This is an optimization exercise on Yosys and OpenROAD, whose aim is small area, not a production implementation. The RTL was checked by simulation tests, not by an equivalence proof against the original design. Power figures rest on the tool's default switching activity, not on a simulated workload.

**flow/area.abc**
```
&get -n
&st
&syn2
&synch2
&put
dch -f
amap
```
**standard.sh**
```bash
#!/bin/bash
# synth_recipe.tcl (not shown) runs the flow's synth.tcl, then flattens the netlist and writes it again
# the make line also repeats each setting of config.mk as NAME=value (left out here)
make -C /OpenROAD-flow-scripts/flow DESIGN_CONFIG=/design/flow/config.mk WORK_HOME=/design/flow/orfs CLKGATE_MAP_FILE= SYNTH_SCRIPT=/design/flow/synth_recipe.tcl "${@:-finish}"
```
**config.mk**
```make
export PLATFORM = sky130hd
export DESIGN_NAME = uart_16550
export DESIGN_NICKNAME = uart_16550
export VERILOG_FILES = /design/flow/design.v
export SDC_FILE = /design/flow/constraint.sdc
export NUM_CORES = 4
export LEC_CHECK = 0
export CAP_MARGIN = 20
export CORE_MARGIN = 2
export CORE_UTILIZATION = 60
export PLACE_DENSITY = 0.75
export SLEW_MARGIN = 20
```
**flow/run.sh**
```bash
#!/bin/bash
# Layout flow: the standard ORFS flow (standard.sh) with three changes.
#  1. Synthesis is synth_recipe.tcl unchanged except that Yosys's abc pass maps
#     the combinational logic with flow/area.abc, an area-oriented ABC script,
#     instead of ORFS's speed script. Registers are mapped before abc runs, so
#     they are the same cells with the same names as in the standard synthesis.
#  2. CTS uses clkbuf_16 only, with larger sink clusters, and no dummy loads.
#  3. The port buffers are buf_1 cells.
# Every tool's output goes to orfs/logs (ORFS's own per-step logs) and to
# flow.log in this folder.
set -euo pipefail
W=$(pwd)

{
  printf 'proc abc {args} {\n'
  printf '  set i [lsearch -exact $args -script]\n'
  printf '  if {$i >= 0} { lset args [expr {$i + 1}] %s }\n' "$W/flow/area.abc"
  printf '  yosys abc {*}$args\n'
  printf '}\n'
  cat synth_recipe.tcl
} > own_synth.tcl
sed "s#$W/synth_recipe.tcl#$W/own_synth.tcl#g" standard.sh > own_standard.sh
grep -q own_synth.tcl own_standard.sh

export CTS_ARGS="-sink_clustering_enable -repair_clock_nets -dont_use_dummy_load -buf_list sky130_fd_sc_hd__clkbuf_8 -sink_clustering_size 15 -sink_clustering_max_diameter 60"
export BUFFER_PORTS_ARGS="-buffer_cell sky130_fd_sc_hd__buf_1"

bash own_standard.sh > flow.log 2>&1
test -f out/final.def
```
**design.v**
```verilog
`timescale 1ns / 1ps
module baud_rate_generator (
    input        clk,
    input        rst,
    input        load_div,
    input  [7:0] dll,
    input  [7:0] dlm,
    output reg   tick16,
    output       baud_tick
);
    reg [15:0] ncnt;     
    reg [3:0]  sub;
    reg        loaded;
    wire [15:0] div = (loaded | load_div) ? {dlm, dll} : 16'd651;
    wire        hit = (ncnt == 16'hfffe);    
    always @(posedge clk or posedge rst) begin
        if (rst) begin
            ncnt   <= ~16'd651;
            sub    <= 4'd0;
            tick16 <= 1'b0;
            loaded <= 1'b0;
        end else begin
            if (load_div) loaded <= 1'b1;
            ncnt   <= (load_div | hit) ? ~div : ncnt + 16'd1;
            tick16 <= ~load_div & hit;
            if (load_div)  sub <= 4'd0;
            else if (hit)  sub <= sub + 4'd1;
        end
    end
    assign baud_tick = tick16 & (sub == 4'd0);
endmodule
`timescale 1ns / 1ps
module fifo (
    input        clk,
    input        rst,
    input        wr_en,
    input        rd_en,
    input  [7:0] din,
    output [7:0] dout,
    output       full,
    output       empty
);
    reg [127:0] mem;
    reg [4:0]   head;
    assign empty = head[4];
    assign full  = (head == 5'd15);
    assign dout  = mem[head[3:0]*8 +: 8];
    wire do_wr = wr_en & ~full;
    wire do_rd = rd_en & ~empty;
    always @(posedge clk)
        if (do_wr) mem <= {mem[119:0], din};
    always @(posedge clk or posedge rst) begin
        if (rst)
            head <= 5'h1f;
        else if (do_wr & ~do_rd)
            head <= head + 5'd1;
        else if (do_rd & ~do_wr)
            head <= head - 5'd1;
    end
endmodule
`timescale 1ns / 1ps
module registers (
    input            clk,
    input            rst,
    input            cs,
    input            wr,
    input      [2:0] addr,
    input      [7:0] wdata,
    output reg [7:0] dll,
    output reg [7:0] dlm,
    output reg [7:0] ier,
    output reg [7:0] lcr,
    output reg [7:0] scr,
    output reg       write_thr,
    output reg       load_div,
    output reg       frst_tx,
    output reg       frst_rx
);
    wire dlab = lcr[7];
    wire wen  = cs & wr;
    always @(posedge clk or posedge rst) begin
        if (rst) begin
            dll <= 8'd0;
            dlm <= 8'd0;
            ier <= 8'd0;
            lcr <= 8'd0;
            scr <= 8'd0;
            write_thr <= 1'b0;
            load_div  <= 1'b0;
            frst_tx   <= 1'b0;
            frst_rx   <= 1'b0;
        end else begin
            write_thr <= wen & (addr == 3'd0) & ~dlab;
            load_div  <= wen & (addr[2:1] == 2'd0) & dlab;
            frst_rx   <= wen & (addr == 3'd2) & wdata[1];
            frst_tx   <= wen & (addr == 3'd2) & wdata[2];
            if (wen & (addr == 3'd0) & dlab)  dll <= wdata;
            if (wen & (addr == 3'd1) & dlab)  dlm <= wdata;
            if (wen & (addr == 3'd1) & ~dlab) ier <= wdata;
            if (wen & (addr == 3'd3))         lcr <= wdata;
            if (wen & (addr == 3'd7))         scr <= wdata;
        end
    end
endmodule
`timescale 1ns / 1ps
module tx (
    input        clk,
    input        rst,
    input        baud_tick,
    input        fifo_empty,
    input  [7:0] fifo_dout,
    input  [7:0] lcr,
    output       pop,
    output       idle,
    output reg   stx
);
    localparam IDLE = 3'd0, START = 3'd1, DATA = 3'd2, PAR = 3'd3, STOP = 3'd4;
    reg [2:0] st;
    reg [2:0] bitc;
    reg [7:0] dat;
    reg       par;
    wire [2:0] last = {1'b1, lcr[1:0]};    
    assign idle = (st == IDLE);
    assign pop  = idle & ~fifo_empty;
    always @(posedge clk or posedge rst) begin
        if (rst) begin
            st  <= IDLE;
            par <= 1'b0;
        end else begin
            case (st)
                IDLE:  if (pop) st <= START;
                START: if (baud_tick) st <= DATA;
                DATA:  if (baud_tick && bitc == last) st <= lcr[3] ? PAR : STOP;
                PAR:   if (baud_tick) st <= STOP;
                STOP:  if (baud_tick) st <= IDLE;
                default: st <= st;
            endcase
            if (baud_tick && st == START && lcr[3])
                par <= lcr[4] ? ~^dat : ^dat;
        end
    end
    always @(posedge clk) begin
        if (pop) dat <= fifo_dout;
        if (st != DATA)                   bitc <= 3'd0;
        else if (baud_tick && bitc < last) bitc <= bitc + 3'd1;
    end
    always @(*) begin
        case (st)
            START:   stx = 1'b0;
            DATA:    stx = dat[bitc];
            PAR:     stx = par;
            default: stx = 1'b1;
        endcase
    end
endmodule
`timescale 1ns / 1ps
module rx (
    input            clk,
    input            rst,
    input            tick16,
    input            srx,
    input      [7:0] lcr,
    output     [7:0] sh,
    output reg       done,
    output reg       ferr
);
    localparam IDLE = 2'd0, START = 2'd3, DATA = 2'd2, STOP = 2'd1;
    reg [1:0] sync;
    reg [1:0] st;
    reg [3:0] os;
    reg [2:0] bitc;
    reg [4:0] sh_lo;    
    reg [2:0] sh_hi;
    wire s = sync[1];
    always @(posedge clk) sync <= {sync[0], srx};
    wire [2:0] last = {1'b1, lcr[1:0]};
    wire smp  = tick16 & (os == 4'd1);
    wire bend = tick16 & (os == 4'd8);
    assign sh = {sh_hi, sh_lo};
    always @(posedge clk or posedge rst) begin
        if (rst) begin
            st    <= IDLE;
            done  <= 1'b0;
            ferr  <= 1'b0;
            sh_hi <= 3'd0;
        end else begin
            done <= (st == STOP) & bend;
            ferr <= ((st == START) & bend & s) | ((st == STOP) & smp & ~s);
            case (st)
                IDLE:  if (~s) st <= START;
                START: if (bend) st <= s ? IDLE : DATA;
                DATA:  if (bend && bitc == last) st <= STOP;
                STOP:  if (bend) st <= IDLE;
            endcase
            if (st == DATA && smp) begin
                if (bitc == 3'd5) sh_hi[0] <= s;
                if (bitc == 3'd6) sh_hi[1] <= s;
                if (bitc == 3'd7) sh_hi[2] <= s;
            end
        end
    end
    always @(posedge clk) begin
        if (st == IDLE)  os <= 4'd0;
        else if (tick16) os <= os + 4'd1;
        if (st != DATA)  bitc <= 3'd0;
        else if (bend)   bitc <= bitc + 3'd1;
        if (st == DATA && smp) begin
            if (bitc == 3'd0) sh_lo[0] <= s;
            if (bitc == 3'd1) sh_lo[1] <= s;
            if (bitc == 3'd2) sh_lo[2] <= s;
            if (bitc == 3'd3) sh_lo[3] <= s;
            if (bitc == 3'd4) sh_lo[4] <= s;
        end
    end
endmodule
`timescale 1ns / 1ps
module uart_16550 (
    input         clk,
    input         rst,
    input         cs,
    input         wr,
    input  [2:0]  addr,
    input  [7:0]  wdata,
    output reg [7:0] rdata,
    output        irq,
    input         rx,
    output        tx,
    output        out1,
    output        out2
);
    wire [7:0] dll, dlm, ier, lcr, scr;
    wire       write_thr, load_div, frst_tx, frst_rx;
    wire       tick16, baud_tick;
    wire [7:0] txf_dout, rxf_dout, rsh;
    wire       txf_full, txf_empty, rxf_full, rxf_empty;
    wire       tx_pop, tx_idle;
    wire       rx_done, ferr;
    reg        rxf_wr;
    wire dlab     = lcr[7];
    wire read_rbr = cs & ~wr & (addr == 3'd0) & ~dlab;
    registers reg_file (
        .clk(clk), .rst(rst), .cs(cs), .wr(wr), .addr(addr), .wdata(wdata),
        .dll(dll), .dlm(dlm), .ier(ier), .lcr(lcr), .scr(scr),
        .write_thr(write_thr), .load_div(load_div), .frst_tx(frst_tx), .frst_rx(frst_rx)
    );
    baud_rate_generator baud_gen (
        .clk(clk), .rst(rst), .load_div(load_div), .dll(dll), .dlm(dlm),
        .tick16(tick16), .baud_tick(baud_tick)
    );
    fifo tx_fifo (
        .clk(clk), .rst(rst | frst_tx),
        .wr_en(write_thr), .rd_en(tx_pop), .din(wdata),
        .dout(txf_dout), .full(txf_full), .empty(txf_empty)
    );
    always @(posedge clk or posedge rst)
        if (rst) rxf_wr <= 1'b0;
        else     rxf_wr <= rx_done;
    fifo rx_fifo (
        .clk(clk), .rst(rst | frst_rx),
        .wr_en(rxf_wr), .rd_en(read_rbr), .din(rsh),
        .dout(rxf_dout), .full(rxf_full), .empty(rxf_empty)
    );
    tx transmitter (
        .clk(clk), .rst(rst), .baud_tick(baud_tick),
        .fifo_empty(txf_empty), .fifo_dout(txf_dout), .lcr(lcr),
        .pop(tx_pop), .idle(tx_idle), .stx(tx)
    );
    rx receiver (
        .clk(clk), .rst(rst), .tick16(tick16), .srx(rx), .lcr(lcr),
        .sh(rsh), .done(rx_done), .ferr(ferr)
    );
    wire [7:0] lsr = {1'b0, tx_idle & txf_empty, tx_idle, ferr, 1'b0, 1'b0,
                      rxf_full & rx_done, ~rxf_empty};
    always @(*) begin
        rdata = 8'd0;
        if (cs & ~wr) begin
            case (addr)
                3'd0: rdata = dlab ? dll : (rxf_empty ? 8'd0 : rxf_dout);
                3'd1: rdata = dlab ? dlm : ier;
                3'd2: rdata = 8'h04;
                3'd3: rdata = lcr;
                3'd5: rdata = lsr;
                3'd7: rdata = scr;
                default: rdata = 8'd0;
            endcase
        end
    end
    assign irq  = ~rxf_empty & ier[0];
    assign out1 = 1'b0;
    assign out2 = 1'b0;
endmodule
```
**constraint.sdc**
```tcl
create_clock -name core_clock -period 10.0 [get_ports {clk}]
set_input_delay 2.0000 -clock core_clock [delete_from_list [all_inputs] [get_ports {clk}]]
set_output_delay 2.0000 -clock core_clock [all_outputs]
set_load 0.01 [all_outputs]
```
==> results of run 1 <==
[critical path: cells and delay by family, from the launching register on]
| kind | cells | cell delay, ns |
|---|---|---|
| AO/OA/AOI/OAI | 3 | 0.72 |
| buffers and inverters | 3 | 0.99 |
| flip-flops | 1 | 1.00 |
| AND/OR/NAND/NOR | 3 | 0.74 |
[per-stage QoR]
step,instance area [sq um],hold WS [ns],utilization
finish,15890,0.3367,0.6533
global route,15890,0.3590,0.6533
CTS,15850,0.3396,0.6516
detailed placement,15420,0.3147,0.6341
global placement,15420,0.3158,0.6341
floorplan,14850,0.3096,-
[path summary, 6_finish.rpt]
kind | to | slack [ns] | start | cells past startpoint
min in group asynchronous | rx_fifo.head[4]$_DFFE_PP1P_ | 0.56 | reg_file.frst_rx$_DFF_PP0_ | 1
max reg2reg | rx_fifo.head[4]$_DFFE_PP1P_ | 5.51 | rx_fifo.head[1]$_DFFE_PP1P_ | 12
max in group asynchronous | reg_file.dlm[2]$_DFFE_PP0P_ | 7.78 | rst | 3
min reg2reg | receiver.sync[1]$_DFF_P_ | 0.34 | receiver.sync[0]$_DFF_P_ | 0
min | receiver.sync[1]$_DFF_P_ | 0.34 | receiver.sync[0]$_DFF_P_ | 0
max | rdata[3] | 3.90 | rx_fifo.head[1]$_DFFE_PP1P_ | 9
[state kept, by name, indices dropped and copies added (netlist names), 2 cells and up]
| register | count |
|---|---|
| baud_gen.ncnt | 16 |
| baud_gen.sub | 4 |
| receiver.bitc | 3 |
| receiver.os | 4 |
| receiver.sh_hi | 3 |
| receiver.sh_lo | 5 |
| receiver.st | 2 |
| receiver.sync | 2 |
| reg_file.dll | 8 |
| reg_file.dlm | 8 |
| reg_file.ier | 8 |
| reg_file.lcr | 8 |
| reg_file.scr | 8 |
| rx_fifo.head | 5 |
| rx_fifo.mem | 128 |
| transmitter.bitc | 3 |
| transmitter.dat | 8 |
| transmitter.st | 3 |
| tx_fifo.head | 5 |
| tx_fifo.mem | 128 |
[cell type report]
cell class | instances | area [sq um]
Sequential cell | 369 | 10550
Timing Repair Buffer | 37 | 207.7
Inverter | 81 | 305.3
Fill cell | 1798 | 8431
Multi-Input combinational cell | 622 | 3998
Tap cell | 324 | 405.4
Clock buffer | 31 | 426.7
[power by group]
group	leakage [nW]	switching [W]	internal, W
Sequential	3.38	0.0000786	0.00172
Clock	0.223	0.000451	0.000275
Combinational	1.42	0.000154	0.000103
[synthesized netlist by cell type, types with 5 or more instances]
cell / number / area share
a221o_1: 14 / 0.0094
a32oi_1: 23 / 0.014
nor4_1: 11 / 0.0046
o221ai_1: 13 / 0.0077
a31oi_1: 11 / 0.0046
dfstp_2: 21 / 0.037
ha_1: 25 / 0.021
nand3_1: 9 / 0.0030
clkinv_1: 81 / 0.020
o22ai_1: 55 / 0.023
a22oi_1: 23 / 0.012
dfrtp_1: 67 / 0.11
a211oi_1: 7 / 0.0035
edfxtp_1: 269 / 0.54
nor2_1: 98 / 0.025
nor3_1: 44 / 0.015
nor2b_1: 5 / 0.0021
o21ai_0: 24 / 0.0081
a221oi_1: 66 / 0.039
nand2_1: 62 / 0.016
o22a_1: 19 / 0.011
nand4_1: 6 / 0.0025
dfxtp_1: 12 / 0.016
a21oi_1: 64 / 0.022
[kinds of logic after synthesis]
kind of cell / after synthesis / share of synthesized area
other cells: 1 / 0.0002527
xor+xnor: 1 / 0.0005902
flops: 369 / 0.7106
fa+ha+maj: 27 / 0.02377
simple gates: 245 / 0.07208
compound gates: 347 / 0.1712
buf+inv: 83 / 0.02150
[layer usage]
metal	vias to the layer above	share of wire	global-route usage
li1	4456	-	-
met1	4733	0.46	0.3702
met2	405	0.44	0.3480
met3	59	0.068	0.03467
met4	0	0.027	0.06250
met5	-	0	0
==> key figures, run 1 <==
STA
  – Final worst path period share: 0.6096
  – Period minus WS final: 6.096 ns
  – Clock Skews: 0.06249 ns
  – Setup TNS: 0 ns
  – # setup viols final: 0
  – Unrepaired setup endpoints after global routing: false
  – Worst setup margin: 3.904 ns
  – Fmax achieved: 164.1 MHz
  – Count of final max-slew check failures: 0
  – Slew HR: 0.3370
  – Final Hold Fails: 0
  – Worst Tran Pin Value: 0.9945 ns

Routing
  – Per-cell routed wire length: 20.96 um
  – Drt first pass iters: 5
  – Via count: 9653
  – DR iter-0 viols: 1247
  – Final antenna-violating net count: 0
  – Post-Route WL: 30690 um
  – Vias per Instance: 6.594
  – Drt drc: 0

Die
  – Core region area: 0.02432 sq mm
  – DIE AREA: 0.02601 sq mm
  – # rows: 57
  – Die Y: 161.3 um
  – Starting Density: 0.6103
  – I/O pins: 28
  – Die Wd: 161.3 um

Critical path
  – Crit path required time: 8.00 ns
  – Critical Path Sink Type: primary output
  – Max FO, Critical Path: 34
  – CP Cell Sequence: clkinv_1 -> buf_16 -> a221oi_1 -> nor3_1 -> nor4_1 -> o21ai_0 -> a22oi_1 -> nor2_1 -> buf_1
  – CP peak stage delay: 1.00 ns
  – Slowest-stage cell, CP: dfstp_2
  – Data arrival, critical path: 4.10 ns
  – WS Path Type: reg -> out
  – Worst setup SP type: flip-flop

Layout
  – ANT cells: 0
  – Most frequent cells in the layout: edfxtp_1, nor2_1, clkinv_1
  – Post-route insts no fill: 1464
  – Nets@finish: 1185
  – Commonest non-fill, non-tap cell in the layout: edfxtp_1
  – Layout area overhead: 7.056%
  – Share of cells above drive strength 1: 0.05965

Clock network
  – CTS resizes: 0
  – CTS tree: done
  – Setup repair bufs after CTS: 0
  – Worst-Skew Late Latency: 0.61 ns
  – Clk pin slew, worst setup/hold paths: 0.09 ns
  – CTS Hold Buffers Added: 0
  – Root Buffer: clkbuf_8
  – Clock Sinks: 369
  – CTS Buf Count: 31
  – Htree depth: 1
  – Buffer depth of the longest clock path: 3

Pwr
  – Worst vdd ir: 0.1362 mV
  – PD cells: 174.9 mW/mm^2
  – Power consumption: 0.002779 W
  – Leakage: 5.017 nW

Logic synthesis
  – Avg Inst Size Synth: 13.83 sq um
  – Yosys warns: 6
  – Gate Count Post-Synth: 1073
  – Seq/Total Area, Yosys: 0.7106
  – Synth unique cells: 48
  – Mapped Area: 0.01484 sq mm
  – Count of state elements after synthesis: 369
  – Most used DFF post-synth: edfxtp_1
  – Number of flops mapped to enable cells by yosys: 269
  – Ys async rst share: 0.2385

Placed design
  – Post-Place Cells: 1432
  – Dpl ws: 4.076 ns
  – Final HPWL DP: 19060 um
  – GPL Wtd Cong: 0.8717
  – IO buf count: 25

Global routing
  – First-pass GRT wire length: 48600 um
  – Gr usage total: 0.2349
  – Global route overflow: 0
  – Initial antenna violation count: 0
  – Largest net degree at the start of global routing: 83
  – Vias in the first global route: 8940

Run
  – Max Cap Viol: 0

Min path
  – Min-Delay Path Class: reg -> reg

Status
  – Outcome: complete, no violations
==> run 2: changes to the inputs <==
--- a/flow/run.sh
+++ b/flow/run.sh
@@ -22,7 +22,7 @@
 sed "s#$W/synth_recipe.tcl#$W/own_synth.tcl#g" standard.sh > own_standard.sh
 grep -q own_synth.tcl own_standard.sh
 
-export CTS_ARGS="-sink_clustering_enable -repair_clock_nets -dont_use_dummy_load -buf_list sky130_fd_sc_hd__clkbuf_8 -sink_clustering_size 15 -sink_clustering_max_diameter 60"
+export CTS_ARGS="-sink_clustering_enable -repair_clock_nets -dont_use_dummy_load -buf_list sky130_fd_sc_hd__clkbuf_8 -sink_clustering_size 20 -sink_clustering_max_diameter 50"
 export BUFFER_PORTS_ARGS="-buffer_cell sky130_fd_sc_hd__buf_1"
 
 bash own_standard.sh > flow.log 2>&1
==> key figures, run 2 <==
Critical path
  – Data arrival, critical path: 4.10 ns (about the same)
  – Max FO, Critical Path: 34 (unchanged)
  – Worst setup SP type: flip-flop (unchanged)
  – WS Path Type: reg -> out (unchanged)
  – Critical Path Sink Type: primary output (unchanged)
  – Crit path required time: 8.00 ns (about the same)

Pwr
  – PD cells: 176.9 mW/mm^2 (was 174.9 mW/mm^2)
  – Worst vdd ir: 0.1562 mV (was 0.1362 mV)
  – Leakage: 5.046 nW (was 5.017 nW)

Placed design
  – Post-DP Area: 0.01542 sq mm (unchanged)
  – IO buf count: 25 (unchanged)
  – Post-Place Cells: 1432 (unchanged)
  – Final HPWL DP: 19060 um (unchanged)
  – Dpl ws: 4.076 ns (unchanged)
  – GPL Wtd Cong: 0.8717 (unchanged)

STA
  – Final worst path period share: 0.6104 (was 0.6096)
  – Unrepaired setup endpoints after global routing: false (unchanged)
  – Count of final max-slew check failures: 0 (unchanged)
  – Fmax achieved: 163.8 MHz (was 164.1 MHz)
  – Setup TNS: 0 ns (unchanged)
  – Worst setup margin: 3.896 ns (was 3.904 ns)
  – Clock Skews: 0.09119 ns (was 0.06249 ns)
  – Final Hold Fails: 0 (unchanged)
  – Worst Tran Pin Value: 0.9890 ns (was 0.9945 ns)
  – # setup viols final: 0 (unchanged)
  – Slew HR: 0.3407 (was 0.3370)
  – Period minus WS final: 6.104 ns (was 6.096 ns)

Logic synthesis
  – Avg Inst Size Synth: 13.83 sq um (unchanged)
  – Top cell type's share of synthesized area: 0.5443 (unchanged)
  – Ranking of synthesized cells by area: edfxtp_1, dfrtp_1, a221oi_1 (unchanged)
  – Synth unique cells: 48 (unchanged)
  – Ys async rst share: 0.2385 (unchanged)
  – Seq/Total Area, Yosys: 0.7106 (unchanged)
  – Yosys warns: 6 (unchanged)
  – Top-count cell post-synth: edfxtp_1 (unchanged)
  – Most frequent cells after synthesis: edfxtp_1, nor2_1, clkinv_1 (unchanged)
  – Synth area leader: edfxtp_1 (unchanged)
  – Most used DFF post-synth: edfxtp_1 (unchanged)
  – Gate Count Post-Synth: 1073 (unchanged)
  – Count of state elements after synthesis: 369 (unchanged)
  – Number of flops mapped to enable cells by yosys: 269 (unchanged)
  – Mapped Area: 0.01484 sq mm (unchanged)

Die
  – Die Y: 161.3 um (unchanged)
  – Core region area: 0.02432 sq mm (unchanged)
  – DIE AREA: 0.02601 sq mm (unchanged)
  – I/O pins: 28 (unchanged)
  – Die Wd: 161.3 um (unchanged)
  – # rows: 57 (unchanged)
  – Starting Density: 0.6103 (unchanged)

Layout
  – Fillcell total: 1778 (was 1798)
  – Post-route insts no fill: 1468 (was 1464)
  – Most frequent cells in the layout: edfxtp_1, nor2_1, clkinv_1 (unchanged)
  – Register area: 0.01055 sq mm (unchanged)
  – Design area: 0.01594 sq mm (was 0.01589 sq mm)
  – Multi-input logic area: 0.003998 sq mm (unchanged)
  – Largest regs: rx_fifo.mem (128), tx_fifo.mem (128), baud_gen.ncnt (16) (unchanged)
  – Commonest non-fill, non-tap cell in the layout: edfxtp_1 (unchanged)
  – Nets@finish: 1189 (was 1185)
  – Layout area overhead: 7.427% (was 7.056%)
  – Share of cells above drive strength 1: 0.06294 (was 0.05965)
  – ANT cells: 0 (unchanged)

Clock network
  – Clk pin slew, worst setup/hold paths: 0.10 ns (was 0.09 ns)
  – Htree depth: 2 (was 1)
  – Clock Sinks: 369 (unchanged)
  – CTS tree: done (unchanged)
  – Root Buffer: clkbuf_8 (unchanged)
  – CTS resizes: 0 (unchanged)
  – Setup repair bufs after CTS: 0 (unchanged)
  – Worst-Skew Late Latency: 0.55 ns (was 0.61 ns)
  – CTS Hold Buffers Added: 0 (unchanged)
  – CTS Buf Count: 35 (was 31)
  – Buffer depth of the longest clock path: 3 (unchanged)

Routing
  – Final antenna-violating net count: 0 (unchanged)
  – Post-Route WL: 30660 um (was 30690 um)
  – Drt first pass iters: 7 (was 5)
  – DR iter-0 viols: 1206 (was 1247)
  – Vias per Instance: 6.572 (was 6.594)
  – Per-cell routed wire length: 20.89 um (was 20.96 um)
  – Drt drc: 0 (unchanged)
  – Via count: 9648 (was 9653)

Status
  – Outcome: complete, no violations (unchanged)

Global routing
  – Global route overflow: 0 (unchanged)
  – Gr usage total: 0.2343 (was 0.2349)
  – First-pass GRT wire length: 48450 um (was 48600 um)
  – Vias in the first global route: 8975 (was 8940)
  – Largest net degree at the start of global routing: 83 (unchanged)
  – Initial antenna violation count: 0 (unchanged)

Min path
  – Min-Delay Path Class: reg -> reg (unchanged)

Run
  – Max Cap Viol: 0 (unchanged)
==> run 2: cell families (layout without fill, tap and decap cells) <==
| group | after synthesis | in the layout | synth area share |
|---|---|---|---|
| AND/OR/NAND/NOR | 245 | 245 | 0.07208 |
| AO/OA/AOI/OAI | 347 | 347 | 0.1712 |
| buffers and inverters | 83 | 153 | 0.02150 |
| flip-flops | 369 | 369 | 0.7106 |
| adder cells (fa/ha/maj) | 27 | 27 | 0.02377 |
| other | 1 | 2 | 0.0002527 |
| XOR/XNOR | 1 | 1 | 0.0005902 |
==> run 2: worst paths after layout <==
kind / start / endpoint / slack [ns] / depth (start not counted)
worst min-delay path: receiver.sync[0]$_DFF_P_ / receiver.sync[1]$_DFF_P_ / 0.32 / 0
min in group asynchronous: reg_file.frst_rx$_DFF_PP0_ / rx_fifo.head[1]$_DFFE_PP1P_ / 0.56 / 1
worst min register to register: receiver.sync[0]$_DFF_P_ / receiver.sync[1]$_DFF_P_ / 0.32 / 0
worst max register to register: rx_fifo.head[1]$_DFFE_PP1P_ / rx_fifo.head[4]$_DFFE_PP1P_ / 5.49 / 12
max in group asynchronous: rst / reg_file.scr[7]$_DFFE_PP0P_ / 7.71 / 3
worst max-delay path: rx_fifo.head[1]$_DFFE_PP1P_ / rdata[3] / 3.90 / 9
==> run 2: final cells by class <==
cell class / count / share of cell area
Tap cell: 324 / 0.02543
Inverter: 81 / 0.01915
Timing Repair Buffer: 37 / 0.01303
Clock buffer: 35 / 0.03021
Sequential cell: 369 / 0.6615
Multi-Input combinational cell: 622 / 0.2507
==> run 2: metal layers <==
metal / routed length [um] / vias up / GRT usage
met3: 2167 / 58 / 0.03647
met2: 13670 / 410 / 0.3435
met1: 14040 / 4722 / 0.3651
met4: 783 / 0 / 0.07589
li1: - / 4458 / -
met5: 0 / - / 0
==> run 2: power breakdown <==
part	switching [W]	internal, W	total, W
clock	0.000454	0.000314	0.000768
sequential	0.0000780	0.00172	0.00180
combinational	0.000154	0.000103	0.000257
==> run 2: worst max-delay path, cell delays in order (launching register included) <==
cell	delay (ns)
dfstp_2	1.00
clkinv_1	0.51
buf_16	0.30
a221oi_1	0.27
nor3_1	0.09
nor4_1	0.65
o21ai_0	0.21
a22oi_1	0.26
nor2_1	0.07
buf_1	0.16
==> run 2: through the flow <==
step / hold slack, ns / power [W] / util
2_1_floorplan: 0.3096 / 0.001986 / -
4_1_cts: 0.3259 / 0.002842 / 0.6539
3_3_place_gp: 0.3158 / 0.002073 / 0.6341
5_1_grt: 0.3423 / 0.002924 / 0.6556
3_5_place_dp: 0.3147 / 0.002081 / 0.6341
6_report: 0.3220 / 0.002820 / 0.6556
==> run 3: changes to the inputs <==
--- a/flow/run.sh
+++ b/flow/run.sh
@@ -22,7 +22,7 @@
 sed "s#$W/synth_recipe.tcl#$W/own_synth.tcl#g" standard.sh > own_standard.sh
 grep -q own_synth.tcl own_standard.sh
 
-export CTS_ARGS="-sink_clustering_enable -repair_clock_nets -dont_use_dummy_load -buf_list sky130_fd_sc_hd__clkbuf_8 -sink_clustering_size 20 -sink_clustering_max_diameter 50"
+export CTS_ARGS="-sink_clustering_enable -repair_clock_nets -dont_use_dummy_load -buf_list sky130_fd_sc_hd__clkbuf_8 -sink_clustering_size 22 -sink_clustering_max_diameter 55"
 export BUFFER_PORTS_ARGS="-buffer_cell sky130_fd_sc_hd__buf_1"
 
 bash own_standard.sh > flow.log 2>&1
==> key figures, run 3 <==
Critical path
  – Data arrival, critical path: 4.16 ns (was 4.10 ns)
  – Worst setup path startpoint: rx_fifo.head[1]$_DFFE_PP1P_ (unchanged)
  – WS Path Type: reg -> out (unchanged)
  – Slowest-stage cell, CP: dfstp_2 (unchanged)
  – Critical Path Sink Type: primary output (unchanged)
  – Max FO, Critical Path: 34 (unchanged)
  – CP peak stage delay: 1.02 ns (was 1.00 ns)
  – CP Cell Sequence: clkinv_1 -> buf_16 -> a221oi_1 -> nor3_1 -> nor4_1 -> o21ai_0 -> a22oi_1 -> nor2_1 -> buf_1 (unchanged)
  – Crit path required time: 8.00 ns (about the same)
  – Reg2reg start: rx_fifo.head[1]$_DFFE_PP1P_ (unchanged)
  – Worst setup SP type: flip-flop (unchanged)

Die
  – I/O pins: 28 (unchanged)
  – Die Y: 161.3 um (unchanged)
  – Starting Density: 0.6103 (unchanged)
  – Core region area: 0.02432 sq mm (unchanged)
  – # rows: 57 (unchanged)
  – DIE AREA: 0.02601 sq mm (unchanged)
  – Die Wd: 161.3 um (unchanged)

STA
  – Fmax achieved: 162.5 MHz (was 163.8 MHz)
  – Worst Tran Pin Value: 0.9958 ns (was 0.9890 ns)
  – Clock Skews: 0.07844 ns (was 0.09119 ns)
  – Slew HR: 0.3361 (was 0.3407)
  – # setup viols final: 0 (unchanged)
  – Final worst path period share: 0.6155 (was 0.6104)
  – Final Hold Fails: 0 (unchanged)
  – Unrepaired setup endpoints after global routing: false (unchanged)
  – Setup TNS: 0 ns (unchanged)
  – Period minus WS final: 6.155 ns (was 6.104 ns)
  – Count of final max-slew check failures: 0 (unchanged)

Layout
  – ANT cells: 0 (unchanged)
  – Multi-input logic area: 0.003998 sq mm (unchanged)
  – Commonest non-fill, non-tap cell in the layout: edfxtp_1 (unchanged)
  – Fillcell total: 1786 (was 1778)
  – Most frequent cells in the layout: edfxtp_1, nor2_1, clkinv_1 (unchanged)
  – Share of cells above drive strength 1: 0.06294 (unchanged)
  – Nets@finish: 1189 (unchanged)
  – Largest regs: rx_fifo.mem (128), tx_fifo.mem (128), baud_gen.ncnt (16) (unchanged)
  – Post-Route Utilization: 0.6556 (unchanged)
  – Layout area overhead: 7.427% (unchanged)
  – Register area: 0.01055 sq mm (unchanged)

Placed design
  – GPL Wtd Cong: 0.8717 (unchanged)
  – Final HPWL DP: 19060 um (unchanged)
  – IO buf count: 25 (unchanged)

Global routing
  – Met1 usage: 0.3662 (was 0.3651)
  – Global route overflow: 0 (unchanged)
  – Initial antenna violation count: 0 (unchanged)
  – M3 GR Usage: 0.03724 (was 0.03647)
  – First-pass GRT wire length: 48560 um (was 48450 um)
  – Gr usage total: 0.2355 (was 0.2343)
  – Global Route met2 Usage: 0.3478 (was 0.3435)
  – Vias in the first global route: 8965 (was 8975)
  – GRT Max-Usage Layer: met1 (unchanged)
  – Largest net degree at the start of global routing: 83 (unchanged)

Clock network
  – Setup repair bufs after CTS: 0 (unchanged)
  – Clock Sinks: 369 (unchanged)
  – Htree depth: 2 (unchanged)
  – Buffer depth of the longest clock path: 3 (unchanged)
  – CTS Hold Buffers Added: 0 (unchanged)
  – CTS Buf Count: 35 (unchanged)
  – CTS resizes: 0 (unchanged)
  – CTS tree: done (unchanged)
  – Clk pin slew, worst setup/hold paths: 0.10 ns (about the same)
  – Worst-Skew Late Latency: 0.56 ns (was 0.55 ns)
  – Root Buffer: clkbuf_8 (unchanged)

Logic synthesis
  – Top-count cell post-synth: edfxtp_1 (unchanged)
  – Mapped Area: 0.01484 sq mm (unchanged)
  – Top cell type's share of synthesized area: 0.5443 (unchanged)
  – Ys async rst share: 0.2385 (unchanged)
  – Synth unique cells: 48 (unchanged)
  – Seq/Total Area, Yosys: 0.7106 (unchanged)
  – Count of state elements after synthesis: 369 (unchanged)
  – Most used DFF post-synth: edfxtp_1 (unchanged)
  – Number of flops mapped to enable cells by yosys: 269 (unchanged)
  – Most frequent cells after synthesis: edfxtp_1, nor2_1, clkinv_1 (unchanged)
  – Ranking of synthesized cells by area: edfxtp_1, dfrtp_1, a221oi_1 (unchanged)
  – Synth area leader: edfxtp_1 (unchanged)
  – Avg Inst Size Synth: 13.83 sq um (unchanged)
  – Gate Count Post-Synth: 1073 (unchanged)
  – Yosys warns: 6 (unchanged)

Pwr
  – Worst vdd ir: 0.1534 mV (was 0.1562 mV)
  – Leakage: 5.046 nW (unchanged)
  – PD cells: 177.3 mW/mm^2 (was 176.9 mW/mm^2)

Routing
  – Per-cell routed wire length: 20.91 um (was 20.89 um)
  – DR iter-0 viols: 1285 (was 1206)
  – Via count: 9592 (was 9648)
  – Drt first pass iters: 5 (was 7)
  – Vias per Instance: 6.534 (was 6.572)
  – Final antenna-violating net count: 0 (unchanged)
  – Post-Route WL: 30690 um (was 30660 um)
  – Drt drc: 0 (unchanged)

Run
  – Max Cap Viol: 0 (unchanged)

Min path
  – Hold_sp: receiver.sync[0]$_DFF_P_ (unchanged)
  – Min-Delay Path Class: reg -> reg (unchanged)

Status
  – Outcome: complete, no violations (unchanged)
run 3: cell counts in the layout (fill, tap and decap cells not counted):
Identical to the previous run, type by type.
run 3: area by class of cell:
class | instances | area share
sequential | 369 | 0.6615
tap | 324 | 0.02543
multi-input combinational | 622 | 0.2507
inverter | 81 | 0.01915
clock buffer | 35 | 0.03021
timing repair buffer | 37 | 0.01303
run 3: layer usage:
layer | up-vias | part of all wire
li1 | 4455 | -
met1 | 4691 | 0.46
met2 | 390 | 0.45
met3 | 56 | 0.068
met4 | 0 | 0.023
met5 | - | 0
run 3: final timing paths:
path	endpoint	slack, ns	depth (start not counted)
min reg2reg	receiver.sync[1]$_DFF_P_	0.35	0
max reg2reg	rx_fifo.head[4]$_DFFE_PP1P_	5.42	12
max in group asynchronous	reg_file.ier[3]$_DFFE_PP0P_	7.73	3
min	receiver.sync[1]$_DFF_P_	0.35	0
min in group asynchronous	rx_fifo.head[0]$_DFFE_PP1P_	0.57	1
max	rdata[3]	3.84	9
run 3: per-stage QoR:
stage                     hold WS (ns)  instances  setup slack (ns)  power (W)  area (sq um)
final                           0.3474       1468             3.845   0.002827         15940
after CTS                       0.3500       1467             3.421   0.002837         15900
after global placement          0.3158       1432             4.079   0.002073         15420
after floorplan                 0.3096       1074            0.5856   0.001986         14850
after detailed placement        0.3147       1432             4.076   0.002081         15420
after global routing            0.3715       1468             3.796   0.002927         15940
run 3: critical path: cells and delay by family, from the launching register on:
family,cells,cell delay [ns]
AND/OR/NAND/NOR,3,0.78
flip-flops,1,1.02
AO/OA/AOI/OAI,3,0.75
buffers and inverters,3,1.02
run 3: cell families after synthesis:
| family | count (synthesis) | share of synthesized area |
|---|---|---|
| buffers and inverters | 83 | 0.02150 |
| other | 1 | 0.0002527 |
| adder cells (fa/ha/maj) | 27 | 0.02377 |
| flip-flops | 369 | 0.7106 |
| XOR/XNOR | 1 | 0.0005902 |
| AND/OR/NAND/NOR | 245 | 0.07208 |
| AO/OA/AOI/OAI | 347 | 0.1712 |
run 3: power by group:
part	switching, W	internal [W]
sequential	0.0000780	0.00172
clock	0.000461	0.000314
combinational	0.000154	0.000103
total	0.000693	0.00213
==> run 4: changes to the inputs <==
--- a/flow/run.sh
+++ b/flow/run.sh
@@ -22,7 +22,7 @@
 sed "s#$W/synth_recipe.tcl#$W/own_synth.tcl#g" standard.sh > own_standard.sh
 grep -q own_synth.tcl own_standard.sh
 
-export CTS_ARGS="-sink_clustering_enable -repair_clock_nets -dont_use_dummy_load -buf_list sky130_fd_sc_hd__clkbuf_8 -sink_clustering_size 22 -sink_clustering_max_diameter 55"
+export CTS_ARGS="-sink_clustering_enable -repair_clock_nets -dont_use_dummy_load -buf_list sky130_fd_sc_hd__clkbuf_8 -sink_clustering_size 18 -sink_clustering_max_diameter 70"
 export BUFFER_PORTS_ARGS="-buffer_cell sky130_fd_sc_hd__buf_1"
 
 bash own_standard.sh > flow.log 2>&1
==> key figures, run 4 <==
Status
  – Outcome: complete, no violations (unchanged)

STA
  – Fmax achieved: 162.6 MHz (was 162.5 MHz)
  – Count of final max-slew check failures: 0 (unchanged)
  – Final Hold Fails: 0 (unchanged)
  – Slew HR: 0.3364 (was 0.3361)
  – Clock Skews: 0.02791 ns (was 0.07844 ns)
  – Setup TNS: 0 ns (unchanged)
  – Worst setup margin: 3.848 ns (was 3.845 ns)
  – Final worst path period share: 0.6152 (was 0.6155)
  – Unrepaired setup endpoints after global routing: false (unchanged)
  – Hold WS: 0.3409 ns (was 0.3474 ns)
  – # setup viols final: 0 (unchanged)
  – Period minus WS final: 6.152 ns (was 6.155 ns)
  – Worst Tran Pin Value: 0.9955 ns (was 0.9958 ns)

Pwr
  – Int Pwr: 0.002036 W (was 0.002134 W)
  – Clock power share: 0.241 (was 0.274)
  – PD cells: 171.2 mW/mm^2 (was 177.3 mW/mm^2)
  – Leakage: 4.966 nW (was 5.046 nW)
  – Comb power frac: 0.095 (was 0.091)
  – Sequential power share: 0.664 (was 0.635)
  – Worst vdd ir: 0.1538 mV (was 0.1534 mV)
  – P_sw: 0.0006672 W (was 0.0006930 W)
  – Switch share: 0.2468 (was 0.2451)

Global routing
  – Initial antenna violation count: 0 (unchanged)
  – First-pass GRT wire length: 48310 um (was 48560 um)
  – Largest net degree at the start of global routing: 83 (unchanged)
  – Vias in the first global route: 8898 (was 8965)
  – Gr usage total: 0.2328 (was 0.2355)
  – Global route overflow: 0 (unchanged)

Clock network
  – CTS resizes: 0 (unchanged)
  – Setup repair bufs after CTS: 0 (unchanged)
  – Buffer depth of the longest clock path: 3 (unchanged)
  – CTS Hold Buffers Added: 0 (unchanged)
  – Worst-Skew Late Latency: 0.57 ns (was 0.56 ns)
  – Root Buffer: clkbuf_8 (unchanged)
  – Htree depth: 1 (was 2)
  – CTS Buf Count: 24 (was 35)
  – CTS tree: done (unchanged)
  – Clock Sinks: 369 (unchanged)
  – Clk pin slew, worst setup/hold paths: 0.11 ns (was 0.10 ns)

Logic synthesis
  – Ranking of synthesized cells by area: edfxtp_1, dfrtp_1, a221oi_1 (unchanged)
  – Mapped Area: 0.01484 sq mm (unchanged)
  – Synth area leader: edfxtp_1 (unchanged)
  – Top-count cell post-synth: edfxtp_1 (unchanged)
  – Count of state elements after synthesis: 369 (unchanged)
  – Gate Count Post-Synth: 1073 (unchanged)
  – Synth unique cells: 48 (unchanged)
  – Most frequent cells after synthesis: edfxtp_1, nor2_1, clkinv_1 (unchanged)
  – Ys async rst share: 0.2385 (unchanged)
  – Number of flops mapped to enable cells by yosys: 269 (unchanged)
  – Yosys warns: 6 (unchanged)
  – Seq/Total Area, Yosys: 0.7106 (unchanged)
  – Most used DFF post-synth: edfxtp_1 (unchanged)
  – Avg Inst Size Synth: 13.83 sq um (unchanged)
  – Top cell type's share of synthesized area: 0.5443 (unchanged)

Critical path
  – WS Path Type: reg -> out (unchanged)
  – Worst setup SP type: flip-flop (unchanged)
  – Max FO, Critical Path: 34 (unchanged)
  – Data arrival, critical path: 4.15 ns (was 4.16 ns)
  – Critical Path Sink Type: primary output (unchanged)
  – Crit path required time: 8.00 ns (about the same)

Layout
  – Layout area overhead: 6.390% (was 7.427%)
  – Largest regs: rx_fifo.mem (128), tx_fifo.mem (128), baud_gen.ncnt (16) (unchanged)
  – Commonest non-fill, non-tap cell in the layout: edfxtp_1 (unchanged)
  – Most frequent cells in the layout: edfxtp_1, nor2_1, clkinv_1 (unchanged)
  – Fillcell total: 1809 (was 1786)
  – Post-Route Utilization: 0.6493 (was 0.6556)
  – ANT cells: 0 (unchanged)
  – Share of cells above drive strength 1: 0.05384 (was 0.06294)
  – Nets@finish: 1178 (was 1189)

Placed design
  – Dpl ws: 4.076 ns (unchanged)
  – Final HPWL DP: 19060 um (unchanged)
  – IO buf count: 25 (unchanged)
  – GPL Wtd Cong: 0.8717 (unchanged)

Routing
  – Per-cell routed wire length: 21.03 um (was 20.91 um)
  – DR iter-0 viols: 1352 (was 1285)
  – Drt first pass iters: 5 (unchanged)
  – Post-Route WL: 30640 um (was 30690 um)
  – Vias per Instance: 6.581 (was 6.534)
  – Final antenna-violating net count: 0 (unchanged)
  – Drt drc: 0 (unchanged)
  – Via count: 9588 (was 9592)

Die
  – # rows: 57 (unchanged)
  – Die Y: 161.3 um (unchanged)
  – Core region area: 0.02432 sq mm (unchanged)
  – Die Wd: 161.3 um (unchanged)
  – DIE AREA: 0.02601 sq mm (unchanged)
  – Starting Density: 0.6103 (unchanged)
  – I/O pins: 28 (unchanged)

Min path
  – Min-Delay Path Class: reg -> reg (unchanged)

Run
  – Max Cap Viol: 0 (unchanged)
-- run 4: changes by cell type in the layout (fill, tap and decap cells not counted), sizes merged --
cell	change
clkbuf	-10
buf	-1
-- run 4: stage by stage --
stage / instances / cell area (sq um) / total power (W)
finish: 1457 / 15790 / 0.002703
global route: 1457 / 15790 / 0.002806
CTS: 1456 / 15750 / 0.002716
detailed placement: 1432 / 15420 / 0.002081
global placement: 1432 / 15420 / 0.002073
floorplan: 1074 / 14850 / 0.001986
-- run 4: layout make-up --
class / instances / area, sq um / area share
Sequential cell: 369 / 10550 / 0.6679
Clock buffer: 24 / 330.3 / 0.02092
Timing Repair Buffer: 37 / 205.2 / 0.01300
Inverter: 81 / 305.3 / 0.01933
Multi-Input combinational cell: 622 / 3998 / 0.2532
Tap cell: 324 / 405.4 / 0.02567
-- run 4: critical path, cell delays in order, from the launching register on --
cell	delay (ns)
dfstp_2	1.01
clkinv_1	0.54
clkbuf_16	0.35
a221oi_1	0.27
nor3_1	0.09
nor4_1	0.60
o21ai_0	0.19
a22oi_1	0.26
nor2_1	0.07
buf_1	0.16
-- run 4: kinds of logic after synthesis --
kind of cell,after synthesis,share of synthesized area
buf+inv,83,0.02150
flops,369,0.7106
compound gates,347,0.1712
fa+ha+maj,27,0.02377
xor+xnor,1,0.0005902
simple gates,245,0.07208
other cells,1,0.0002527
-- run 4: metal layers --
layer	wire length [um]	track usage	up-vias
met3	2260	0.03287	54
met5	0	0	-
met4	646	0.05479	0
met2	13680	0.3461	395
met1	14050	0.3702	4701
li1	-	-	4438
-- run 4: power by group through the flow --
stage / sequential [W] / combinational [W] / clock (W)
floorplan: 0.00180 / 0.000187 / 0
global placement: 0.00182 / 0.000248 / 0
detailed placement: 0.00183 / 0.000255 / 0
CTS: 0.00179 / 0.000256 / 0.000668
global route: 0.00180 / 0.000287 / 0.000715
finish: 0.00180 / 0.000258 / 0.000650
-- run 4: final timing paths --
| check | to | from | cells past startpoint | slack, ns |
|---|---|---|---|---|
| hold reg to reg | receiver.sync[1]$_DFF_P_ | receiver.sync[0]$_DFF_P_ | 0 | 0.34 |
| max in group asynchronous | reg_file.dlm[2]$_DFFE_PP0P_ | rst | 3 | 7.79 |
| hold / removal | receiver.sync[1]$_DFF_P_ | receiver.sync[0]$_DFF_P_ | 0 | 0.34 |
| min in group asynchronous | rx_fifo.head[4]$_DFFE_PP1P_ | reg_file.frst_rx$_DFF_PP0_ | 1 | 0.57 |
| setup / recovery | rdata[3] | rx_fifo.head[1]$_DFFE_PP1P_ | 9 | 3.85 |
| setup reg to reg | rx_fifo.head[4]$_DFFE_PP1P_ | rx_fifo.head[1]$_DFFE_PP1P_ | 12 | 5.37 |
==> run 5: changes to the inputs <==
--- a/design.v
+++ b/design.v
@@ -271,19 +271,19 @@
     );
     wire [7:0] lsr = {1'b0, tx_idle & txf_empty, tx_idle, ferr, 1'b0, 1'b0,
                       rxf_full & rx_done, ~rxf_empty};
+    wire rd    = cs & ~wr;
+    wire s_dll = rd & (addr == 3'd0) & dlab;
+    wire s_rbr = rd & (addr == 3'd0) & ~dlab & ~rxf_empty;
+    wire s_dlm = rd & (addr == 3'd1) & dlab;
+    wire s_ier = rd & (addr == 3'd1) & ~dlab;
+    wire s_iir = rd & (addr == 3'd2);
+    wire s_lcr = rd & (addr == 3'd3);
+    wire s_lsr = rd & (addr == 3'd5);
+    wire s_scr = rd & (addr == 3'd7);
     always @(*) begin
-        rdata = 8'd0;
-        if (cs & ~wr) begin
-            case (addr)
-                3'd0: rdata = dlab ? dll : (rxf_empty ? 8'd0 : rxf_dout);
-                3'd1: rdata = dlab ? dlm : ier;
-                3'd2: rdata = 8'h04;
-                3'd3: rdata = lcr;
-                3'd5: rdata = lsr;
-                3'd7: rdata = scr;
-                default: rdata = 8'd0;
-            endcase
-        end
+        rdata = ({8{s_dll}} & dll) | ({8{s_rbr}} & rxf_dout) | ({8{s_dlm}} & dlm) |
+                ({8{s_ier}} & ier) | ({8{s_lcr}} & lcr) | ({8{s_lsr}} & lsr) |
+                ({8{s_scr}} & scr) | {5'd0, s_iir, 2'd0};
     end
     assign irq  = ~rxf_empty & ier[0];
     assign out1 = 1'b0;
==> key figures, run 5 <==
Status
  – Outcome: complete, no violations (unchanged)

Critical path
  – Critical Path Sink Type: primary output (unchanged)
  – Slowest-stage cell, CP: a2111oi_0 (was dfstp_2)
  – CP Cell Sequence: buf_1 -> clkinv_1 -> o21ai_0 -> a21oi_1 -> a2111oi_0 -> o21ai_0 -> buf_1 (was clkinv_1 -> clkbuf_16 -> a221oi_1 -> nor3_1 -> nor4_1 -> o21ai_0 -> a22oi_1 -> nor2_1 -> buf_1)
  – Worst setup SP type: primary input (was flip-flop)
  – Max FO, Critical Path: 8 (was 34)
  – Crit path required time: 8.00 ns (about the same)
  – Data arrival, critical path: 4.17 ns (was 4.15 ns)
  – Cell family with most CP delay: compound AO/OA/AOI/OAI gates (was buffers and inverters)
  – Bufs and invs on worst path: 3 (unchanged)
  – WS Path Type: in -> out (was reg -> out)
  – CP peak stage delay: 0.73 ns (was 1.01 ns)

Layout
  – ANT cells: 0 (unchanged)
  – Nets@finish: 1179 (was 1178)
  – Design area: 0.01573 sq mm (was 0.01579 sq mm)
  – Fillcell total: 1841 (was 1809)
  – Layout area overhead: 6.425% (was 6.390%)
  – Commonest non-fill, non-tap cell in the layout: edfxtp_1 (unchanged)
  – Share of cells above drive strength 1: 0.05374 (was 0.05384)
  – Largest regs: rx_fifo.mem (128), tx_fifo.mem (128), baud_gen.ncnt (16) (unchanged)
  – Most frequent cells in the layout: edfxtp_1, nor2_1, clkinv_1 (unchanged)
  – Multi-input logic area: 0.003877 sq mm (was 0.003998 sq mm)
  – Register area: 0.01055 sq mm (about the same)

Global routing
  – Vias in the first global route: 9063 (was 8898)
  – Largest net degree at the start of global routing: 79 (was 83)
  – First-pass GRT wire length: 49520 um (was 48310 um)
  – Gr usage total: 0.2432 (was 0.2328)
  – Global route overflow: 0 (unchanged)
  – Initial antenna violation count: 1 (was 0)

STA
  – Unrepaired setup endpoints after global routing: false (unchanged)
  – Hold WS: 0.3544 ns (was 0.3409 ns)
  – Clock Skews: 0.03909 ns (was 0.02791 ns)
  – # setup viols final: 0 (unchanged)
  – Worst Tran Pin Value: 0.9457 ns (was 0.9955 ns)
  – Period minus WS final: 6.172 ns (was 6.152 ns)
  – Worst setup margin: 3.828 ns (was 3.848 ns)
  – Setup TNS: 0 ns (unchanged)
  – Count of final max-slew check failures: 0 (unchanged)
  – Slew HR: 0.3695 (was 0.3364)
  – Fmax achieved: 162.0 MHz (was 162.6 MHz)
  – Final Hold Fails: 0 (unchanged)
  – Final worst path period share: 0.6172 (was 0.6152)

Placed design
  – Post-DP Area: 0.01537 sq mm (was 0.01542 sq mm)
  – GPL Wtd Cong: 0.8827 (was 0.8717)
  – Dpl ws: 4.015 ns (was 4.076 ns)
  – Final HPWL DP: 19900 um (was 19060 um)
  – IO buf count: 25 (unchanged)

Clock network
  – Clock Sinks: 369 (unchanged)
  – CTS tree: done (unchanged)
  – Setup repair bufs after CTS: 0 (unchanged)
  – Buffer depth of the longest clock path: 3 (unchanged)
  – CTS Buf Count: 24 (unchanged)
  – Clk pin slew, worst setup/hold paths: 0.10 ns (was 0.11 ns)
  – Worst-Skew Late Latency: 0.58 ns (was 0.57 ns)
  – Htree depth: 1 (unchanged)
  – CTS Hold Buffers Added: 0 (unchanged)
  – Root Buffer: clkbuf_8 (unchanged)
  – CTS resizes: 0 (unchanged)

Pwr
  – PD cells: 190.4 mW/mm^2 (was 171.2 mW/mm^2)
  – Comb power frac: 0.176 (was 0.095)
  – P_sw: 0.0008676 W (was 0.0006672 W)
  – Clock power share: 0.217 (was 0.241)
  – Worst vdd ir: 0.1514 mV (was 0.1538 mV)
  – Int Pwr: 0.002128 W (was 0.002036 W)
  – Sequential power share: 0.607 (was 0.664)
  – Leakage: 4.940 nW (was 4.966 nW)
  – Switch share: 0.2896 (was 0.2468)

Run
  – Max Cap Viol: 0 (unchanged)

Routing
  – Drt drc: 0 (unchanged)
  – Met2 WL: 14160 um (was 13680 um)
  – Drt first pass iters: 5 (unchanged)
  – DR iter-0 viols: 1057 (was 1352)
  – Final antenna-violating net count: 0 (unchanged)
  – Post-Route WL: 31150 um (was 30640 um)
  – Per-cell routed wire length: 21.35 um (was 21.03 um)
  – Via count: 9530 (was 9588)
  – Vias per Instance: 6.532 (was 6.581)
  – Top Metal Used: met5 (was met4)
  – Met1 wire length: 13970 um (was 14050 um)
  – Met3 WL: 2057 um (was 2260 um)

Logic synthesis
  – Synth unique cells: 44 (was 48)
  – Count of state elements after synthesis: 369 (unchanged)
  – Number of flops mapped to enable cells by yosys: 269 (unchanged)
  – Ranking of synthesized cells by area: edfxtp_1, dfrtp_1, a221oi_1 (unchanged)
  – Most frequent cells after synthesis: edfxtp_1, nor2_1, clkinv_1 (unchanged)
  – Yosys warns: 6 (unchanged)
  – Top-count cell post-synth: edfxtp_1 (unchanged)
  – Synth area leader: edfxtp_1 (unchanged)
  – Seq/Total Area, Yosys: 0.7136 (was 0.7106)
  – Top cell type's share of synthesized area: 0.5466 (was 0.5443)
  – Gate Count Post-Synth: 1074 (was 1073)
  – Avg Inst Size Synth: 13.76 sq um (was 13.83 sq um)
  – Ys async rst share: 0.2385 (unchanged)
  – Mapped Area: 0.01478 sq mm (was 0.01484 sq mm)
  – Most used DFF post-synth: edfxtp_1 (unchanged)

Die
  – # rows: 57 (unchanged)
  – Core region area: 0.02425 sq mm (was 0.02432 sq mm)
  – DIE AREA: 0.02590 sq mm (was 0.02601 sq mm)
  – Die Y: 160.9 um (was 161.3 um)
  – I/O pins: 28 (unchanged)
  – Starting Density: 0.6095 (was 0.6103)
  – Die Wd: 160.9 um (was 161.3 um)

Min path
  – Min-Delay Path Class: reg -> reg (unchanged)
## run 5: final timing paths
kind | from | to | slack [ns] | depth (start not counted)
max | addr[0] | rdata[2] | 3.83 | 7
min | receiver.sync[0]$_DFF_P_ | receiver.sync[1]$_DFF_P_ | 0.35 | 0
max reg2reg | rx_fifo.head[0]$_DFFE_PP1P_ | rx_fifo.head[4]$_DFFE_PP1P_ | 5.88 | 13
min reg2reg | receiver.sync[0]$_DFF_P_ | receiver.sync[1]$_DFF_P_ | 0.35 | 0
max in group asynchronous | rst | baud_gen.ncnt[8]$_DFF_PP1_ | 7.84 | 4
min in group asynchronous | reg_file.frst_tx$_DFF_PP0_ | tx_fifo.head[1]$_DFFE_PP1P_ | 0.54 | 1
## run 5: power groups by stage
stage	registers [W]	clock network (W)	logic [W]
6_report	0.00182	0.000649	0.000528
5_1_grt	0.00183	0.000716	0.000584
4_1_cts	0.00182	0.000667	0.000525
3_5_place_dp	0.00185	0	0.000524
3_3_place_gp	0.00185	0	0.000511
2_1_floorplan	0.00183	0	0.000344
## run 5: cell families after synthesis
group	Yosys count	synth area share
buffers and inverters	96	0.02489
other	1	0.0002537
DFF	369	0.7136
AOI/OAI and AO/OA	338	0.1647
and+or+nand+nor	243	0.07289
adders and majority gates	26	0.02303
xor gates and xnor gates	1	0.0005927
## run 5: per-stage QoR
step / power [W] / util / cells
6_report: 0.002995 / 0.6487 / 1459
5_1_grt: 0.003131 / 0.6487 / 1459
4_1_cts: 0.003010 / 0.6474 / 1458
3_5_place_dp: 0.002374 / 0.6337 / 1434
3_3_place_gp: 0.002360 / 0.6334 / 1433
2_1_floorplan: 0.002174 / - / 1075
## run 5: layout make-up
cell class                      count  area share
Clock buffer                       24     0.02100
Timing Repair Buffer               38     0.01344
Inverter                           94     0.02251
Tap cell                          324     0.02577
Sequential cell                   369      0.6708
Multi-Input combinational cell    610      0.2465
## run 5: per-layer routing
layer | global-route usage | vias up
li1 | - | 4407
met1 | 0.3743 | 4720
met3 | 0.03848 | 61
met5 | 0 | -
met4 | 0.07630 | 2
met2 | 0.3625 | 340
==> run 6: changes to the inputs <==
--- a/config.mk
+++ b/config.mk
@@ -7,6 +7,6 @@
 export LEC_CHECK = 0
 export CAP_MARGIN = 20
 export CORE_MARGIN = 2
-export CORE_UTILIZATION = 60
-export PLACE_DENSITY = 0.75
+export CORE_UTILIZATION = 50
+export PLACE_DENSITY = 0.65
 export SLEW_MARGIN = 20
==> key figures, run 6 <==
Global routing
  – Initial antenna violation count: 0 (was 1)
  – Vias in the first global route: 8907 (was 9063)
  – Global route overflow: 0 (unchanged)
  – Largest net degree at the start of global routing: 79 (unchanged)
  – Gr usage total: 0.2039 (was 0.2432)
  – First-pass GRT wire length: 49980 um (was 49520 um)

STA
  – # setup viols final: 0 (unchanged)
  – Count of final max-slew check failures: 0 (unchanged)
  – Period minus WS final: 6.275 ns (was 6.172 ns)
  – Final worst path period share: 0.6275 (was 0.6172)
  – Setup TNS: 0 ns (unchanged)
  – Clock Skews: 0.01406 ns (was 0.03909 ns)
  – Final Hold Fails: 0 (unchanged)
  – Unrepaired setup endpoints after global routing: false (unchanged)
  – Slew HR: 0.3393 (was 0.3695)
  – Worst Tran Pin Value: 0.9820 ns (was 0.9457 ns)
  – Hold WS: 0.3349 ns (was 0.3544 ns)
  – Worst setup margin: 3.725 ns (was 3.828 ns)
  – Fmax achieved: 159.4 MHz (was 162.0 MHz)

Critical path
  – Reg2reg start: rx_fifo.head[1]$_DFFE_PP1P_ (was rx_fifo.head[0]$_DFFE_PP1P_)
  – Worst setup SP type: primary input (unchanged)
  – Worst R2R Path Depth: 12 (was 13)
  – Worst setup path startpoint: addr[0] (unchanged)
  – Max FO, Critical Path: 8 (unchanged)
  – WS Path Type: in -> out (unchanged)
  – Reg-to-reg critical path endpoint: rx_fifo.head[4]$_DFFE_PP1P_ (unchanged)
  – Data arrival, critical path: 4.28 ns (was 4.17 ns)
  – Critical Path Sink Type: primary output (unchanged)
  – Flop-to-flop setup slack: 6.20 ns (was 5.88 ns)
  – Crit path required time: 8.00 ns (about the same)

Placed design
  – GPL Wtd Cong: 0.9279 (was 0.8827)
  – Final HPWL DP: 19550 um (was 19900 um)
  – Post-Place Cells: 1494 (was 1434)
  – Dpl ws: 3.927 ns (was 4.015 ns)
  – IO buf count: 25 (unchanged)

Layout
  – Post-route insts no fill: 1518 (was 1459)
  – ANT cells: 0 (unchanged)
  – Share of cells above drive strength 1: 0.05467 (was 0.05374)
  – Most frequent cells in the layout: edfxtp_1, nor2_1, clkinv_1 (unchanged)
  – Layout area overhead: 6.773% (was 6.425%)
  – Fillcell total: 2347 (was 1841)
  – Commonest non-fill, non-tap cell in the layout: edfxtp_1 (unchanged)
  – Largest regs: rx_fifo.mem (128), tx_fifo.mem (128), baud_gen.ncnt (16) (unchanged)
  – Nets@finish: 1178 (was 1179)

Routing
  – Per-cell routed wire length: 20.84 um (was 21.35 um)
  – Post-Route WL: 31630 um (was 31150 um)
  – Drt first pass iters: 5 (unchanged)
  – DR iter-0 viols: 905 (was 1057)
  – Top Metal Used: met4 (was met5)
  – Via count: 9345 (was 9530)
  – Met3 WL: 1724 um (was 2057 um)
  – Drt drc: 0 (unchanged)
  – Met1 wire length: 14810 um (was 13970 um)
  – Final antenna-violating net count: 0 (unchanged)
  – Vias per Instance: 6.156 (was 6.532)
  – Met2 WL: 14280 um (was 14160 um)

Die
  – Die Y: 175.9 um (was 160.9 um)
  – Die Wd: 175.9 um (was 160.9 um)
  – I/O pins: 28 (unchanged)
  – # rows: 62 (was 57)
  – Core region area: 0.02894 sq mm (was 0.02425 sq mm)
  – DIE AREA: 0.03095 sq mm (was 0.02590 sq mm)
  – Starting Density: 0.5108 (was 0.6095)

Clock network
  – CTS tree: done (unchanged)
  – Root Buffer: clkbuf_8 (unchanged)
  – Clk pin slew, worst setup/hold paths: 0.10 ns (about the same)
  – Worst-Skew Late Latency: 0.57 ns (was 0.58 ns)
  – CTS Buf Count: 24 (unchanged)
  – CTS Hold Buffers Added: 0 (unchanged)
  – Setup repair bufs after CTS: 0 (unchanged)
  – Clock Sinks: 369 (unchanged)
  – Buffer depth of the longest clock path: 3 (unchanged)
  – Htree depth: 1 (unchanged)
  – CTS resizes: 0 (unchanged)

Run
  – Max Cap Viol: 0 (unchanged)

Logic synthesis
  – Top cell type's share of synthesized area: 0.5466 (unchanged)
  – Ys async rst share: 0.2385 (unchanged)
  – Seq/Total Area, Yosys: 0.7136 (unchanged)
  – Avg Inst Size Synth: 13.76 sq um (unchanged)
  – Count of state elements after synthesis: 369 (unchanged)
  – Most frequent cells after synthesis: edfxtp_1, nor2_1, clkinv_1 (unchanged)
  – Number of flops mapped to enable cells by yosys: 269 (unchanged)
  – Gate Count Post-Synth: 1074 (unchanged)
  – Ranking of synthesized cells by area: edfxtp_1, dfrtp_1, a221oi_1 (unchanged)
  – Synth unique cells: 44 (unchanged)
  – Most used DFF post-synth: edfxtp_1 (unchanged)
  – Mapped Area: 0.01478 sq mm (unchanged)
  – Top-count cell post-synth: edfxtp_1 (unchanged)
  – Yosys warns: 6 (unchanged)
  – Synth area leader: edfxtp_1 (unchanged)

Pwr
  – Power consumption: 0.002999 W (was 0.002995 W)
  – Leakage: 4.933 nW (was 4.940 nW)
  – Worst vdd ir: 0.1335 mV (was 0.1514 mV)
  – PD cells: 190.0 mW/mm^2 (was 190.4 mW/mm^2)

Min path
  – WHS Endpoint: receiver.sync[1]$_DFF_P_ (unchanged)
  – Hold_sp: receiver.sync[0]$_DFF_P_ (unchanged)
  – Min-Delay Path Class: reg -> reg (unchanged)
  – Hold-critical path depth: 0 (unchanged)

Status
  – Outcome: complete, no violations (unchanged)
run 6: report_power, final:
part / leakage (nW) / internal [W] / switching (W)
Clock: 0.173 / 0.000217 / 0.000439
Sequential: 3.35 / 0.00172 / 0.0000586
Combinational: 1.41 / 0.000188 / 0.000375
Total: 4.93 / 0.00213 / 0.000873
run 6: layout make-up:
type / count / area (sq um) / share of cell area
clock buffer: 24 / 330.3 / 0.02093
inverter: 94 / 355.3 / 0.02252
multi-input combinational: 610 / 3880 / 0.2459
sequential: 369 / 10550 / 0.6683
tap: 384 / 480.5 / 0.03045
timing repair buffer: 37 / 187.7 / 0.01189
run 6: how the worst max path moves through the flow:
stage	cells after the start	to	slack, ns
after floorplan	12	rx_fifo.head[4]$_DFFE_PP1P_	0.55
after global placement	8	rdata[2]	4.01
after detailed placement	7	rdata[2]	3.93
after CTS	7	rdata[2]	3.92
after global routing	7	rdata[2]	3.75
final	7	rdata[2]	3.72
run 6: stage by stage:
| stage | area [sq um] | util |
|---|---|---|
| after CTS | 15780 | 0.5452 |
| after global placement | 15440 | 0.5337 |
| after detailed placement | 15440 | 0.5338 |
| after global routing | 15780 | 0.5454 |
| after floorplan | 14780 | - |
| final | 15780 | 0.5454 |
run 6: worst max-delay path, stage by stage:
cell and delay, ns:
buf_1 0.25, clkinv_1 0.24, o21ai_0 0.30, a21oi_1 0.13, a2111oi_0 0.78, o21ai_0 0.36, buf_1 0.22
run 6: logic make-up (layout without fill, tap and decap cells):
logic type      count (synthesis)  count (layout)  share of synthesized area
buf+inv                        96             155                    0.02489
flops                         369             369                     0.7136
xor+xnor                        1               1                  0.0005927
fa+ha+maj                      26              26                    0.02303
compound gates                338             338                     0.1647
simple gates                  243             243                    0.07289
other cells                     1               2                  0.0002537
run 6: layer usage:
metal	track usage	vias to the layer above
met5	0	-
met4	0.06061	0
met3	0.02662	56
met2	0.3074	259
met1	0.3120	4634
li1	-	4396

[re-timing with driven ports]
The flow's constraints put no driver on any port. The routed layouts listed below were extracted and timed again, unchanged, in two steps.
Step 1 sets driving cells, clkbuf_16 on the clock port and buf_2 on the other inputs (assumed; they add their load-dependent delay and slew).
Step 2 times the ports against the registers' clock, not the clock port: input delays grow and output delays shrink by t, the midpoint of the rising clock arrivals with the driver on.
a / b / c = ideal / step 1 / step 2; a / b = the first two.
run	t, ns	slack for setup (ns)	hold slack, ns	cell pins on the clock port's net
run 1	0.625	3.904 / 3.856 / 4.031	0.337 / 0.337 / 0.337	1
run 2	0.556	3.896 / 3.853 / 4.032	0.322 / 0.322 / 0.322	1
run 3	0.574	3.845 / 3.799 / 4.025	0.347 / 0.347 / 0.347	1
run 4	0.607	3.848 / 3.803 / 4.026	0.341 / 0.341 / 0.341	1
run 5	0.605	3.828 / 3.804 / 3.804	0.354 / 0.354 / 0.354	1
run 6	0.607	3.725 / 3.696 / 3.696	0.335 / 0.335 / 0.335	1
After both steps setup and hold are still met in every run listed. For run 6, which loses most, drivers alone change the setup slack by -0.029 ns; drivers and shift together by -0.029 ns.
